This is an optimization exercise on Yosys and OpenROAD, whose aim is small area, not a production implementation.
The RTL was checked by simulation tests, not by an equivalence proof against the original design.
Power figures rest on the tool's default switching activity, not on a simulated workload.

==> job 8679 <==
Design pxconv, start of the top module:
module pxconv(
    input clk,
    input rst,
	input [15:0] axi_to_pxconv_data,
	input axi_to_pxconv_valid,
	input pixel_ack,
	output reg pxconv_to_axi_ready_to_rd,
	output [11:0] pxconv_to_axi_mst_length,
	output [3:0] pxconv_to_bram_we,
	output [31:0] pxconv_to_bram_data,
	output reg pxconv_to_bram_wr_en,
	output [31:0] pxconv_to_bram_addr,
	output busy,
	output reg wnd_in_bram
    );
==> module pxconv, before the edit <==
module pxconv(
    input clk,
    input rst,
	input [15:0] axi_to_pxconv_data,
	input axi_to_pxconv_valid,
	input pixel_ack,
	output reg pxconv_to_axi_ready_to_rd,
	output [11:0] pxconv_to_axi_mst_length,
	output [3:0] pxconv_to_bram_we,
	output [31:0] pxconv_to_bram_data,
	output reg pxconv_to_bram_wr_en,
	output [31:0] pxconv_to_bram_addr,
	output busy,
	output reg wnd_in_bram
    );
	genvar i;
	wire [4:0] r = axi_to_pxconv_data[15:11];
	wire [5:0] g = axi_to_pxconv_data[10:5];
	wire [4:0] b = axi_to_pxconv_data[4:0];
	wire [5:0] rb;
	wire [5:0] c1;
	assign c1[0] = 1'b0;
	generate for (i = 0; i < 5; i = i + 1) begin : add_rb
		assign rb[i] = r[i] ^ b[i] ^ c1[i];
		assign c1[i+1] = (r[i] & b[i]) | (c1[i] & (r[i] ^ b[i]));
	end endgenerate
	assign rb[5] = c1[5];
	wire [7:0] s;
	wire [6:0] c2;
	assign s[0] = g[0];
	assign c2[1] = 1'b0;
	generate for (i = 1; i < 6; i = i + 1) begin : add_s
		assign s[i] = rb[i-1] ^ g[i] ^ c2[i];
		assign c2[i+1] = (rb[i-1] & g[i]) | (c2[i] & (rb[i-1] ^ g[i]));
	end endgenerate
	assign s[6] = rb[5] ^ c2[6];
	assign s[7] = rb[5] & c2[6];
	wire [1:0] rem [0:8];
	wire [7:0] quo;
	assign rem[8] = 2'd0;
	generate for (i = 7; i >= 0; i = i - 1) begin : div3
		assign quo[i] = rem[i+1][1] | (rem[i+1][0] & s[i]);
		assign rem[i][1] = rem[i+1][1] ? s[i] : (rem[i+1][0] & ~s[i]);
		assign rem[i][0] = rem[i+1][1] ? ~s[i] : (~rem[i+1][0] & s[i]);
	end endgenerate
	wire [7:0] grey = {quo[5:0], rem[0]};
	reg [7:0] grey_d;    
	reg [7:0] data_q;    
	reg [18:0] px_cnt;   
	reg [12:0] addr_q;   
	reg valid_d;         
	reg wnd_d;           
	assign pxconv_to_axi_mst_length = 12'h080;
	assign pxconv_to_bram_we = 4'hf;
	assign pxconv_to_bram_data = {24'b0, data_q};
	assign pxconv_to_bram_addr = {19'b0, addr_q};
	assign busy = pxconv_to_bram_wr_en;
	always @(posedge clk) begin
		grey_d <= grey;
		data_q <= grey_d;
	end
	wire px_last = px_cnt[18] & px_cnt[15] & px_cnt[13] & px_cnt[12];
	wire px_wrap = axi_to_pxconv_valid & px_last;
	wire [19:0] px_t;
	wire [18:0] px_inc;
	assign px_t[0] = axi_to_pxconv_valid;
	generate for (i = 0; i < 19; i = i + 1) begin : px_ha
		assign px_inc[i] = px_cnt[i] ^ px_t[i];
		assign px_t[i+1] = px_cnt[i] & px_t[i];
	end endgenerate
	localparam [18:0] PX_LAST_BITS = 19'h4B001;
	wire addr_last = addr_q[12] & addr_q[10];
	wire addr_wrap = valid_d & addr_last;
	wire [13:0] addr_t;
	wire [12:0] addr_inc;
	assign addr_t[0] = valid_d;
	generate for (i = 0; i < 13; i = i + 1) begin : addr_ha
		assign addr_inc[i] = addr_q[i] ^ addr_t[i];
		assign addr_t[i+1] = addr_q[i] & addr_t[i];
	end endgenerate
	localparam [12:0] ADDR_LAST_BITS = 13'h1401;
	generate for (i = 0; i < 19; i = i + 1) begin : px_bit
		always @(posedge clk)
			px_cnt[i] <= ~rst & px_inc[i] & ~(PX_LAST_BITS[i] & px_wrap);
	end endgenerate
	generate for (i = 0; i < 13; i = i + 1) begin : addr_bit
		always @(posedge clk)
			if (i == 12 || i == 10)
				addr_q[i] <= rst | (addr_inc[i] & ~addr_wrap);
			else
				addr_q[i] <= ~rst & addr_inc[i] & ~(ADDR_LAST_BITS[i] & addr_wrap);
	end endgenerate
	wire px_hi = |px_cnt[18:13];
	wire px_ge_1400 = px_hi | (px_cnt[12] & (px_cnt[11] | px_cnt[10]));
	wire px_ge_13ff = px_ge_1400 | (px_cnt[12] & (&px_cnt[9:0]));
	always @(posedge clk) begin
		valid_d <= ~rst & axi_to_pxconv_valid;
		pxconv_to_bram_wr_en <= ~rst & valid_d;
		pxconv_to_axi_ready_to_rd <= ~rst & (~px_ge_13ff | pixel_ack);
		wnd_d <= ~rst & px_ge_1400;
		wnd_in_bram <= ~rst & wnd_d;
	end
endmodule
export LEC_CHECK = 0
export ABC_AREA = 1
export CAP_MARGIN = 20
export CORE_MARGIN = 2
export CORE_UTILIZATION = 40
export SLEW_MARGIN = 20
create_clock -name core_clock -period 10.0 [get_ports {clk}]
standard.sh (not shown) runs the stock make flow with config.mk's settings and CLKGATE_MAP_FILE= SYNTH_SCRIPT=/design/flow/synth_recipe.tcl, a recipe that flattens the netlist after the stock synthesis.
==> flow/flow/run.sh <==
#!/bin/bash
# The standard layout, with three changes to how it is built:
#  - after the standard synthesis, the combinational logic between the registers is mapped
#    again by ABC with a stronger area script (the registers, ports, tie cells and port
#    buffers of the standard synthesis are kept as they are, with their names);
#  - the constant outputs share the synthesis's single tie-high and tie-low cells instead of
#    getting one tie cell each;
#  - the port buffers are the smallest buffer, buf_1.
# Each tool's output goes to a log of its own in this folder.
set -euo pipefail
export SKIP_REPAIR_TIE_FANOUT=1
export BUFFER_PORTS_ARGS="-buffer_cell sky130_fd_sc_hd__buf_1"
export CTS_ARGS="-sink_clustering_enable -repair_clock_nets -dont_use_dummy_load -buf_list sky130_fd_sc_hd__clkbuf_8 -root_buf sky130_fd_sc_hd__clkbuf_8 -sink_clustering_size 60 -sink_clustering_max_diameter 500 -sink_buffer_max_cap_derate 1.0"
DEEPSYN_T=${DEEPSYN_T:-60}

bash standard.sh synth > standard_synth.log 2>&1

RES=orfs/results/${FLOW_PLATFORM}/pxconv/base
LIB=${FLOW_HOME}/platforms/${FLOW_PLATFORM}/lib/sky130_fd_sc_hd__tt_025C_1v80.lib
cp $RES/1_2_yosys.v standard_1_2_yosys.v

# cells kept as they are: registers, tie cells and the buffers synthesis put on the ports
keep=$(grep -oE 'sky130_fd_sc_hd__(df|conb|buf_4)[a-z0-9_]*' standard_1_2_yosys.v | sort -u)
dont_use=$(grep -oE 'cell \("sky130_fd_sc_hd__(lpflow_|probe)[a-z0-9_]*' $LIB | sed 's/cell ("//' | sort -u)
{
  echo "read_liberty -ignore_miss_func $LIB"
  echo "read_verilog standard_1_2_yosys.v"
  echo "hierarchy -top $FLOW_TOP"
  for c in $keep; do echo "setattr -mod -set blackbox 1 $c"; done
  echo "flatten"
  echo "hierarchy -top $FLOW_TOP"
  echo "opt_clean -purge"
  echo "stat -liberty $LIB"
  printf 'abc -liberty %s' "$LIB"
  for c in $dont_use; do printf ' -dont_use %s' "$c"; done
  echo " -script +strash;&get,-n;&deepsyn,-T,${DEEPSYN_T};&put;dch,-f;amap;topo"
  echo "opt_clean -purge"
  echo "rename -enumerate -pattern _r%_"
  echo "stat -liberty $LIB"
  echo "write_verilog -noattr -noexpr -nohex -nodec resynth.v"
} > resynth.ys
yosys -s resynth.ys > resynth.log 2>&1

cp resynth.v $RES/1_2_yosys.v
touch $RES/1_2_yosys.v
bash standard.sh > standard.log 2>&1
==> job 1856: changes against job 8679 <==
==> flow/design.v (replaced) <==
module pxconv(
    input clk,
    input rst,
	input [15:0] axi_to_pxconv_data,
	input axi_to_pxconv_valid,
	input pixel_ack,
	output reg pxconv_to_axi_ready_to_rd,
	output [11:0] pxconv_to_axi_mst_length,
	output [3:0] pxconv_to_bram_we,
	output [31:0] pxconv_to_bram_data,
	output reg pxconv_to_bram_wr_en,
	output [31:0] pxconv_to_bram_addr,
	output busy,
	output reg wnd_in_bram
    );
	wire [4:0] r = axi_to_pxconv_data[15:11];
	wire [5:0] g = axi_to_pxconv_data[10:5];
	wire [4:0] b = axi_to_pxconv_data[4:0];
	wire [5:0] rb = r + b;
	wire [7:0] s = {1'b0, rb, 1'b0} + {2'b0, g};
	wire [7:0] grey = {s / 3'd3, 2'b0} | (s % 3'd3);
	reg [7:0] grey_d;    
	reg [7:0] data_q;    
	reg [18:0] px_cnt;   
	reg [12:0] addr_q;   
	reg wnd_d;           
	reg valid_d;         
	assign pxconv_to_axi_mst_length = 12'h080;
	assign pxconv_to_bram_we = 4'hf;
	assign pxconv_to_bram_data = {24'b0, data_q};
	assign pxconv_to_bram_addr = {19'b0, addr_q};
	assign busy = pxconv_to_bram_wr_en;
	wire px_last = px_cnt[18] & px_cnt[15] & px_cnt[13] & px_cnt[12];
	wire addr_last = addr_q[12] & addr_q[10];
	always @(posedge clk) begin
		grey_d <= grey;
		data_q <= grey_d;
	end
	always @(posedge clk) begin
		if (rst) begin
			px_cnt <= 19'h0;
			addr_q <= 13'h1400;
			valid_d <= 1'b0;
			pxconv_to_bram_wr_en <= 1'b0;
			pxconv_to_axi_ready_to_rd <= 1'b0;
			wnd_d <= 1'b0;
			wnd_in_bram <= 1'b0;
		end else begin
			if (axi_to_pxconv_valid)
				px_cnt <= px_last ? 19'h0 : px_cnt + 1'b1;
			if (valid_d)
				addr_q <= addr_last ? 13'h0 : addr_q + 1'b1;
			valid_d <= axi_to_pxconv_valid;
			pxconv_to_bram_wr_en <= valid_d;
			pxconv_to_axi_ready_to_rd <= (px_cnt < 19'h13FF) | pixel_ack;
			wnd_d <= px_cnt >= 19'h1400;
			wnd_in_bram <= wnd_d;
		end
	end
endmodule
==> flow/flow/run.sh (replaced) <==
#!/bin/bash
# The standard layout, with two changes to how it is built:
#  - the constant outputs share the synthesis's single tie-high and tie-low cells instead of
#    getting one tie cell each;
#  - the port buffers are the smallest buffer, buf_1.
set -euo pipefail
export SKIP_REPAIR_TIE_FANOUT=1
export BUFFER_PORTS_ARGS="-buffer_cell sky130_fd_sc_hd__buf_1"
bash standard.sh > standard.log 2>&1
==> summary.txt <==
Of job 1856 and job 8679, job 8679 has the higher sequential share of layout area (gap 12 points). Routed wire length: job 8679 is smaller than job 1856 (about 34%). Of job 1856 and job 8679, job 1856 has the higher sequential power (gap about 4%, measured against job 8679). Count of clock-buffer cells in the layout is the same in job 8679 and job 1856. In job 8679 the area after synthesis is smaller than in job 1856, by 24%. Against job 8679, the final cell count of job 1856 is higher by 43%. Worst setup slack: job 1856 is higher than job 8679 (0.012 ns). Between job 1856 and job 8679, the lower synthesized cell count is in job 8679 (gap about 40%, measured against job 8679). Of job 1856 and job 8679, job 1856 has the higher cell area (gap about 36%, measured against job 8679). Of job 1856 and job 8679, job 8679 has the higher first-iteration DRC count (gap about 24%, measured against job 8679).
==> figures <==
	job 8679	job 1856
Worst hold margin	0.3289 ns	0.3337 ns
Clock network power share	23.5%	15.2%
Wire length on met2	1689 µm	2622 µm
Via count normalized by instance count	4.714	4.598
Non-clock buffering overhead in the final layout	7.218%	5.095%
Layout-stage area growth over the synthesis result	-4.591%	-1.930%
Run status	complete, no violations	complete, no violations
Highest ir drop seen on vdd	0.07550 mV	0.1048 mV
Post-synthesis cell area	2507 µm²	3306 µm²
Global-route track usage on met3	2.684%	2.474%
Clk_skew	0.01621 ns	0.008529 ns
Global-route wire length before repair	6375 µm	9246 µm
Register fraction of the total cell area	44.35%	32.73%
Final period util	59.66%	59.53%
Reg2Reg Capture Point	px_cnt[17]	px_cnt[17]
Final design utilization	39.93%	40.06%
TritonRoute pass-1 iters	4	6
Share of cells above drive strength 1	1.961%	6.818%
Via count of the first global-routing pass	1527	2358
Met2 capacity usage during global routing	18.55%	23.11%
Post-Place Cells	376	537
PnR Total Power	0.4444 mW	0.8121 mW

## afterwards: timing with drivers on the ports
The flow's constraints put no driver on any port. The routed layouts listed below were extracted and timed again, unchanged, in two steps.
Step 1 (the two cells are an assumption about what drives the block):
set clk [get_ports {clk}]
set_driving_cell -lib_cell sky130_fd_sc_hd__clkbuf_16 $clk
set_driving_cell -lib_cell sky130_fd_sc_hd__buf_2 [delete_from_list [all_inputs] $clk]
Step 2 moves the port delays by t, midway between the first and last clock arrival at a register: inputs arrive t later, outputs are due t later. That takes back most of the time a late clock gives input paths.
a / b / c = ideal ports / drivers / drivers and shift; a / b = the first two.
run	shift t [ns]	slack for setup (ns)	hold slack, ns	worst register clock-pin slew, ns	worst data-port slew with drivers (ns)
job 8679	0.321	4.034 / 4.040 / 3.720	0.329 / 0.329 / 0.329	0.09 / 0.09	0.03
job 1856	0.333	4.047 / 4.055 / 3.722	0.334 / 0.334 / 0.334	0.10 / 0.10	0.03
After both steps every run listed still meets setup and hold. For job 1856, which loses most, drivers alone change the setup slack by +0.008 ns; drivers and shift together by -0.325 ns.
